This is an optimization exercise on Yosys and OpenROAD, whose aim is small area, not a production implementation.
Function was checked by simulation only, so behaviour that the tests miss may differ from the original.

==> inputs of run a <==
==> flow/design.v <==
module qpsk_pos (
    input wire clk,
    input wire clr,
    input wire adv,
    output reg [7:0] r
);
    reg [8:0] q;
    wire r_end = (r == 8'd143);
    wire wrap = (q == 9'd153) && (r == 8'd15);
    always @(posedge clk) begin
        if (clr | (adv & wrap)) begin
            r <= 0; q <= 0;
        end else if (adv) begin
            if (r_end) begin
                r <= 0; q <= {q[7:0], ~(^{q[8], q[6]})};
            end else begin
                r <= r + 1'b1;
            end
        end
    end
endmodule
module bpsk_pos (
    input wire clk,
    input wire clr,
    input wire adv,
    output reg [8:0] r
);
    reg [7:0] q;
    wire r_end = (r == 9'd287);
    wire wrap = (q == 8'd71) && (r == 9'd159);
    always @(posedge clk) begin
        if (clr | (adv & wrap)) begin
            r <= 0; q <= 0;
        end else if (adv) begin
            if (r_end) begin
                r <= 0; q <= {q[6:0], ~(^{q[7], q[6], q[5]})};
            end else begin
                r <= r + 1'b1;
            end
        end
    end
endmodule
module qam16_pos (
    input wire clk,
    input wire clr,
    input wire adv,
    output reg [6:0] r
);
    reg [9:0] q;
    wire r_end = (r == 7'd71);
    wire wrap = (q == 10'd404) && (r == 7'd15);
    always @(posedge clk) begin
        if (clr | (adv & wrap)) begin
            r <= 0; q <= 0;
        end else if (adv) begin
            if (r_end) begin
                r <= 0; q <= {q[8:0], ~(^{q[9], q[6]})};
            end else begin
                r <= r + 1'b1;
            end
        end
    end
endmodule
module m8psk_pos (
    input wire clk,
    input wire clr,
    input wire adv,
    output reg [6:0] u,
    output reg [1:0] o
);
    reg [9:0] q;
    wire r_end = (u == 7'd71) && (o == 2'd1);
    wire wrap = (q == 10'd851) && (u == 7'd47) && (o == 2'd1);
    always @(posedge clk) begin
        if (clr | (adv & wrap)) begin
            u <= 0; o <= 0; q <= 0;
        end else if (adv) begin
            if (r_end) begin
                u <= 0; o <= 0; q <= {q[8:0], ~(^{q[9], q[8]})};
            end else if (o == 2'd0) begin
                o <= 2'd3;
            end else begin
                u <= u + 1'b1; o <= o - 1'b1;
            end
        end
    end
endmodule
module sym_rom (
    input wire [6:0] u,
    output wire [5:0] w
);
    localparam [767:0] TAB = 768'b100110100011111001010011110101011001011101010001011001011001010111110011111110101110101010101001010010101100001011110001010111111001010001011100001010101010101010101101011110100011111101010001010011111111111100000101010000000101010010100110100000000110101101010111111011110010101101011101011000001100001010101001010001010110100110100010001001011100000101011100000001010011111101011110100110100011111001010011110101011001011101010001011001011001010111110011111110101110101010101001010010101100001011110001010111111001010001011100001010101010101010101101011110100011111101010001010011111111111100000101010000000101010010100110100000000110101101010111111011110010101101011101011000001100001010101001010001010110100110100010101101011100000100001000001001011010101000001111;
    assign w = TAB[u * 6 +: 6];
endmodule
module Modulators #(
    parameter IQ_BW = 16
) (
    ap_clk,
    ap_rst,
    amplitude,
    samples_per_symbol,
    mod_type,
    start,
    i_out_TVALID,
    i_out_TREADY,
    i_out_TDATA,
    q_out_TVALID,
    q_out_TREADY,
    q_out_TDATA
);
    input ap_clk;
    input ap_rst;
    input [31:0] amplitude;
    input [31:0] samples_per_symbol;
    input start;
    input [2:0] mod_type;
    output i_out_TVALID;
    input i_out_TREADY;
    output [IQ_BW-1:0] i_out_TDATA;
    output q_out_TVALID;
    input q_out_TREADY;
    output [IQ_BW-1:0] q_out_TDATA;
    function [1:0] cls;
        input [2:0] m;
        cls = (m[2] | (m[1] & m[0])) ? 2'd3 : m[1:0];
    endfunction
    reg vld;
    reg [2:0] mod_type_last;
    reg zf, rf, incf;
    reg [10:0] nps_lo;
    reg [20:0] nps_hi;
    wire hi_low0 = (nps_hi[19:0] == 0);
    wire hi_zero = hi_low0 & ~nps_hi[20];
    wire [20:0] hi_nx = {nps_hi[19:0], nps_hi[20] ^ nps_hi[18] ^ hi_low0};
    wire acc = i_out_TREADY & q_out_TREADY;
    wire reset_sps = (mod_type_last != mod_type);
    wire same_cls = (cls(mod_type_last) == cls(mod_type));
    wire match = !reset_sps && hi_zero && (nps_lo == samples_per_symbol[10:0]);
    always @(posedge ap_clk) begin
        zf <= ap_rst;
        rf <= ap_rst | ~start;
        incf <= ~ap_rst & start & acc & match;
        if (ap_rst) begin
            vld <= 1'b0;
            mod_type_last <= mod_type;
        end else if (start) begin
            vld <= 1'b1;
            mod_type_last <= mod_type;
        end
        if (ap_rst | ~start | (acc & match) | (~acc & reset_sps)) begin
            nps_lo <= 11'd1; nps_hi <= 21'd0;
        end else if (acc) begin
            if (reset_sps & ~same_cls) begin
                nps_lo <= 11'd2; nps_hi <= 21'd0;
            end else begin
                nps_lo <= nps_lo + 11'd1;
                if (&nps_lo) nps_hi <= hi_nx;
            end
        end
    end
    wire [1:0] cl = cls(mod_type_last);
    wire [7:0] r_qpsk;
    wire [8:0] r_bpsk;
    wire [6:0] r_qam16, u_m8psk;
    wire [1:0] o_m8psk;
    qpsk_pos  p_qpsk  (.clk(ap_clk), .clr(rf), .adv(incf & (cl == 2'd0)), .r(r_qpsk));
    bpsk_pos  p_bpsk  (.clk(ap_clk), .clr(rf), .adv(incf & (cl == 2'd1)), .r(r_bpsk));
    qam16_pos p_qam16 (.clk(ap_clk), .clr(rf), .adv(incf & (cl == 2'd2)), .r(r_qam16));
    m8psk_pos p_m8psk (.clk(ap_clk), .clr(rf), .adv(incf & (cl == 2'd3)), .u(u_m8psk), .o(o_m8psk));
    reg [6:0] u;
    reg [1:0] o;
    always @(*) begin
        case (cls(mod_type))
            2'd0: begin u = r_qpsk[7:1]; o = {r_qpsk[0], 1'b0}; end
            2'd1: begin u = r_bpsk[8:2]; o = r_bpsk[1:0]; end
            2'd2: begin u = r_qam16; o = 2'd0; end
            default: begin u = u_m8psk; o = o_m8psk; end
        endcase
    end
    wire [5:0] w;
    sym_rom rom (.u(u), .w(w));
    wire [3:0] b = w >> o;    
    reg [2:0] ni, nq;
    always @(*) begin
        if (zf) begin
            ni = 3'b100; nq = 3'b100;
        end else case (cls(mod_type))
            2'd0: begin ni = {1'b0, ~b[1], 1'b0}; nq = {1'b0, ~b[0], 1'b0}; end
            2'd1: begin ni = {1'b0, b[0], 1'b0}; nq = 3'b100; end
            2'd2: begin ni = {1'b0, b[2], b[3]}; nq = {1'b0, b[0], b[1]}; end
            default: case (b[2:0])    
                3'b000: begin ni = 3'b010; nq = 3'b000; end  
                3'b100: begin ni = 3'b100; nq = 3'b010; end  
                3'b010: begin ni = 3'b010; nq = 3'b100; end  
                3'b110: begin ni = 3'b010; nq = 3'b010; end  
                3'b001: begin ni = 3'b100; nq = 3'b000; end  
                3'b101: begin ni = 3'b000; nq = 3'b010; end  
                3'b011: begin ni = 3'b000; nq = 3'b000; end  
                default: begin ni = 3'b000; nq = 3'b100; end  
            endcase
        endcase
    end
    reg [2:0] ci, cq;
    reg [15:0] amp;
    always @(posedge ap_clk) begin
        if (ap_rst) begin
            ci <= 3'b100; cq <= 3'b100;
        end else if (start) begin
            ci <= ni; cq <= nq;
        end
        if (start) amp <= amplitude[15:0];
    end
    wire [15:0] nz;    
    assign nz[0] = 1'b0;
    genvar k;
    generate
        for (k = 1; k < 16; k = k + 1) begin : g_nz
            assign nz[k] = nz[k-1] | amp[k-1];
        end
    endgenerate
    wire [15:0] mi = amp ^ ({16{ci[1]}} & nz);
    wire [15:0] mq = amp ^ ({16{cq[1]}} & nz);
    assign i_out_TDATA = ci[2] ? 16'd0 : ci[0] ? {mi[14:0], 1'b0} : mi;
    assign q_out_TDATA = cq[2] ? 16'd0 : cq[0] ? {mq[14:0], 1'b0} : mq;
    assign i_out_TVALID = vld;
    assign q_out_TVALID = vld;
endmodule
==> flow/flow/run.sh <==
#!/bin/bash
# Own layout flow: the standard synthesis, then the combinational logic between the
# standard synthesis's registers re-mapped for area (registers, their names and cells
# kept; several ABC runs with different seeds, the smallest kept), then the standard ORFS
# layout steps with smaller port buffers and clock buffers and no CTS dummy loads.
set -euo pipefail
W=$PWD
F=$W/flow
R=$W/orfs/results/$FLOW_PLATFORM/Modulators/base
LIB=$FLOW_HOME/platforms/$FLOW_PLATFORM/lib/sky130_fd_sc_hd__tt_025C_1v80.lib

bash standard.sh synth > $W/log_1_standard_synth.log 2>&1
cp $R/1_2_yosys.v $W/std_1_2_yosys.v

# three rounds of six ABC runs with different seeds; each round starts from the
# smallest netlist so far, and the smallest of all is kept
remap_round() {   # $1 round, $2 input netlist
    for s in 1 2 3 4 5 6; do
        t=$1_$s
        sed -e "s#@SEED@#$((s + 6 * $1))#" $F/remap.abc.in > $W/remap_$t.abc
        sed -e "s#@LIB@#$LIB#g" -e "s#@IN@#$2#" -e "s#@OUT@#$W/remapped_$t.v#" \
            -e "s#@TOP@#$FLOW_TOP#g" -e "s#@SCRIPT@#$W/remap_$t.abc#" $F/remap.ys.in > $W/remap_$t.ys
        yosys -q $W/remap_$t.ys > $W/log_2_remap_$t.log 2>&1 &
    done
    wait
    for s in 1 2 3 4 5 6; do
        t=$1_$s
        [[ -s $W/remapped_$t.v ]] || continue
        a=$(python3 $F/area.py $LIB $W/remapped_$t.v)
        echo "remap $t: area $a" >> $W/log_2_remap_pick.log
        if [[ -z "$best" ]] || python3 -c "import sys; sys.exit(0 if $a < $besta else 1)"; then best=$t; besta=$a; fi
    done
}
best=""; besta=""
remap_round 0 $W/std_1_2_yosys.v
remap_round 1 $W/remapped_$best.v
remap_round 2 $W/remapped_$best.v
echo "picked $best" >> $W/log_2_remap_pick.log
cp $W/remapped_$best.v $W/remapped.v

cp $W/remapped.v $R/1_2_yosys.v
rm -f $R/1_synth.odb $R/1_synth.sdc
touch $R/1_2_yosys.v
bash standard.sh "BUFFER_PORTS_ARGS=-buffer_cell sky130_fd_sc_hd__buf_1" \
    "CTS_ARGS=-sink_clustering_enable -repair_clock_nets -dont_use_dummy_load -buf_list sky130_fd_sc_hd__clkbuf_4" \
    finish > $W/log_3_layout.log 2>&1
==> flow/flow/area.py <==
# area.py LIB netlist.v: total cell area of a mapped netlist
import re, sys
lib = open(sys.argv[1]).read()
A = {}
for c in re.split(r'\n\s*cell\s*\(', lib)[1:]:
    n = re.match(r'\s*"?(\w+)"?', c).group(1)
    A[n] = float(re.search(r'area\s*:\s*([\d.]+)', c).group(1))
print(sum(A[m] for m in re.findall(r'^\s*(sky130_fd_sc_hd__\w+)\s', open(sys.argv[2]).read(), re.M)))
==> flow/flow/remap.abc.in <==
strash
&get -n
&deepsyn -T 120 -S @SEED@
&put
dch
amap
strash
dch
amap
strash
dch
amap
topo
==> flow/flow/remap.ys.in <==
read_liberty -ignore_miss_func @LIB@
read_verilog @IN@
hierarchy -top @TOP@
setattr -mod -set keep_hierarchy 1 *__df* *__edf* *__sdf* *__sedf* *__dl*
flatten
opt_clean -purge
abc -liberty @LIB@ -dont_use *probe* -dont_use *lpflow* -script @SCRIPT@
opt_clean -purge
hilomap -singleton -hicell sky130_fd_sc_hd__conb_1 HI -locell sky130_fd_sc_hd__conb_1 LO
insbuf -buf sky130_fd_sc_hd__buf_1 A X
opt_clean -purge
select @TOP@
write_verilog -noattr -selected @OUT@
==> flow/standard.sh <==
#!/bin/bash
# synth_recipe.tcl (not shown) runs the flow's synth.tcl, then flattens the netlist and writes it again
# the make line also repeats each setting of config.mk as NAME=value (left out here)
make -C /OpenROAD-flow-scripts/flow DESIGN_CONFIG=/design/flow/config.mk WORK_HOME=/design/flow/orfs CLKGATE_MAP_FILE= SYNTH_SCRIPT=/design/flow/synth_recipe.tcl "${@:-finish}"
==> flow/config.mk <==
export PLATFORM = sky130hd
export DESIGN_NAME = Modulators
export DESIGN_NICKNAME = Modulators
export VERILOG_FILES = /design/flow/design.v
export SDC_FILE = /design/flow/constraint.sdc
export NUM_CORES = 4
export LEC_CHECK = 0
export ABC_AREA = 1
export CAP_MARGIN = 20
export CORE_MARGIN = 2
export CORE_UTILIZATION = 60
export SLEW_MARGIN = 20
==> flow/constraint.sdc <==
create_clock -name core_clock -period 14.0 [get_ports {ap_clk}]
set_input_delay 2.8000 -clock core_clock [delete_from_list [all_inputs] [get_ports {ap_clk}]]
set_output_delay 2.8000 -clock core_clock [all_outputs]
set_load 0.01 [all_outputs]
==> inputs of run b, as changes to run a <==
==> flow/flow/run.sh (replaced) <==
#!/bin/bash
# Own layout flow: the standard synthesis, then the combinational logic between the
# standard synthesis's registers re-mapped for area (registers, their names and cells
# kept; three ABC runs with different seeds, the smallest kept), then the standard ORFS
# layout steps with smaller port buffers and clock buffers and no CTS dummy loads.
set -euo pipefail
W=$PWD
F=$W/flow
R=$W/orfs/results/$FLOW_PLATFORM/Modulators/base
LIB=$FLOW_HOME/platforms/$FLOW_PLATFORM/lib/sky130_fd_sc_hd__tt_025C_1v80.lib

bash standard.sh synth > $W/log_1_standard_synth.log 2>&1
cp $R/1_2_yosys.v $W/std_1_2_yosys.v

for s in 1 2 3; do
    sed -e "s#@SEED@#$s#" $F/remap.abc.in > $W/remap_$s.abc
    sed -e "s#@LIB@#$LIB#g" -e "s#@IN@#$W/std_1_2_yosys.v#" -e "s#@OUT@#$W/remapped_$s.v#" \
        -e "s#@TOP@#$FLOW_TOP#g" -e "s#@SCRIPT@#$W/remap_$s.abc#" $F/remap.ys.in > $W/remap_$s.ys
    yosys -q $W/remap_$s.ys > $W/log_2_remap_$s.log 2>&1 &
done
wait
best=""
for s in 1 2 3; do
    a=$(python3 $F/area.py $LIB $W/remapped_$s.v)
    echo "remap seed $s: area $a" >> $W/log_2_remap_pick.log
    if [[ -z "$best" ]] || python3 -c "import sys; sys.exit(0 if $a < $besta else 1)"; then best=$s; besta=$a; fi
done
echo "picked seed $best" >> $W/log_2_remap_pick.log
cp $W/remapped_$best.v $W/remapped.v

cp $W/remapped.v $R/1_2_yosys.v
rm -f $R/1_synth.odb $R/1_synth.sdc
touch $R/1_2_yosys.v
bash standard.sh "BUFFER_PORTS_ARGS=-buffer_cell sky130_fd_sc_hd__buf_1" \
    "CTS_ARGS=-sink_clustering_enable -repair_clock_nets -dont_use_dummy_load -buf_list sky130_fd_sc_hd__clkbuf_4" \
    finish > $W/log_3_layout.log 2>&1
==> flow/flow/remap.abc.in (replaced) <==
strash
&get -n
&deepsyn -T 150 -S @SEED@
&put
dch
map -a
strash
dch
map -a
strash
dch
map -a
topo
==> inputs of run c, as changes to run a <==
==> flow/flow/run.sh (replaced) <==
#!/bin/bash
# Own layout flow: the standard synthesis, then the combinational logic between the
# standard synthesis's registers re-mapped for area (registers, their names and cells
# kept; three ABC runs with different seeds, the smallest kept), then the standard ORFS
# layout steps with smaller port buffers and clock buffers and no CTS dummy loads.
set -euo pipefail
W=$PWD
F=$W/flow
R=$W/orfs/results/$FLOW_PLATFORM/Modulators/base
LIB=$FLOW_HOME/platforms/$FLOW_PLATFORM/lib/sky130_fd_sc_hd__tt_025C_1v80.lib

bash standard.sh synth > $W/log_1_standard_synth.log 2>&1
cp $R/1_2_yosys.v $W/std_1_2_yosys.v

for s in 1 2 3; do
    sed -e "s#@SEED@#$s#" $F/remap.abc.in > $W/remap_$s.abc
    sed -e "s#@LIB@#$LIB#g" -e "s#@IN@#$W/std_1_2_yosys.v#" -e "s#@OUT@#$W/remapped_$s.v#" \
        -e "s#@TOP@#$FLOW_TOP#g" -e "s#@SCRIPT@#$W/remap_$s.abc#" $F/remap.ys.in > $W/remap_$s.ys
    yosys -q $W/remap_$s.ys > $W/log_2_remap_$s.log 2>&1 &
done
wait
best=""
for s in 1 2 3; do
    a=$(python3 $F/area.py $LIB $W/remapped_$s.v)
    echo "remap seed $s: area $a" >> $W/log_2_remap_pick.log
    if [[ -z "$best" ]] || python3 -c "import sys; sys.exit(0 if $a < $besta else 1)"; then best=$s; besta=$a; fi
done
echo "picked seed $best" >> $W/log_2_remap_pick.log
cp $W/remapped_$best.v $W/remapped.v

cp $W/remapped.v $R/1_2_yosys.v
rm -f $R/1_synth.odb $R/1_synth.sdc
touch $R/1_2_yosys.v
bash standard.sh "BUFFER_PORTS_ARGS=-buffer_cell sky130_fd_sc_hd__buf_1" \
    "CTS_ARGS=-sink_clustering_enable -repair_clock_nets -dont_use_dummy_load -buf_list sky130_fd_sc_hd__clkbuf_4" \
    finish > $W/log_3_layout.log 2>&1
==> flow/flow/remap.abc.in (replaced) <==
strash
&get -n
&deepsyn -T 150 -S @SEED@
&put
dch
amap
strash
dch
amap
strash
dch
amap
topo
==> run_summary.xml <==
<?xml version="1.0" encoding="UTF-8"?>
<metrics>
  <group name="outcome">
    <metric name="outcome" unit="">complete, no violations</metric>
  </group>
  <group name="placed_design">
    <metric name="detailed_place_hpwl" unit="µm">11700</metric>
  </group>
  <group name="setup_path">
    <metric name="slowest_delay" unit="ns">0.39</metric>
  </group>
  <group name="logic_synthesis">
    <metric name="syn-cell-area" unit="µm²">6390</metric>
  </group>
  <group name="clocking">
    <metric name="cts.clk_slew.worst_paths" unit="ns">0.10</metric>
  </group>
  <group name="power_and_ir_drop">
    <metric name="power.switching" unit="W">0.000167</metric>
  </group>
</metrics>
the above is filed under run b

==> run_summary.xml <==
<?xml version="1.0" encoding="UTF-8"?>
<metrics>
  <group name="outcome">
    <metric name="outcome" unit="">complete, no violations</metric>
  </group>
  <group name="power_and_ir_drop">
    <metric name="power.switching" unit="W">0.000154</metric>
  </group>
  <group name="clocking">
    <metric name="cts.clk_slew.worst_paths" unit="ns">0.08</metric>
  </group>
  <group name="setup_path">
    <metric name="slowest_delay" unit="ns">0.63</metric>
  </group>
</metrics>
the above is filed under run a

==> run_summary.xml <==
<?xml version="1.0" encoding="UTF-8"?>
<metrics>
  <group name="clocking">
    <metric name="cts.clk_slew.worst_paths" unit="ns">0.12</metric>
  </group>
  <group name="outcome">
    <metric name="outcome" unit="">complete, no violations</metric>
  </group>
  <group name="logic_synthesis">
    <metric name="syn-cell-area" unit="µm²">6220</metric>
  </group>
  <group name="power_and_ir_drop">
    <metric name="power.switching" unit="W">0.000168</metric>
  </group>
  <group name="placed_design">
    <metric name="detailed_place_hpwl" unit="µm">11300</metric>
  </group>
</metrics>
the above is filed under run c

==> port drivers added, routing unchanged <==
The results above use ideal ports. As a check the final layouts listed here were re-extracted and re-timed, cells and wires unchanged.
Step 1, drivers: a clkbuf_16 drives ap_clk and a buf_2 each remaining input, both assumed.
Step 2 also shifts input and output timing later by t, the mid clock arrival at the registers, as if the neighbouring blocks saw the same clock.
a / b / c = ideal ports / drivers / drivers and shift; a / b = the first two.
| run | shift t [ns] | setup slack, ns | worst setup path at the end | worst register clock-pin slew, ns |
|---|---|---|---|---|
| run a | 0.545 | 6.542 / 6.540 / 5.995 | input to register | 0.11 / 0.11 |
| run b | 0.560 | 6.910 / 6.914 / 6.354 | input to register | 0.11 / 0.11 |
| run c | 0.548 | 6.982 / 6.997 / 6.448 | input to register | 0.12 / 0.12 |
After both steps setup and hold are still met in every run listed. The setup slack of run b, which loses most, moves by +0.004 ns with the drivers and by -0.556 ns with both steps.
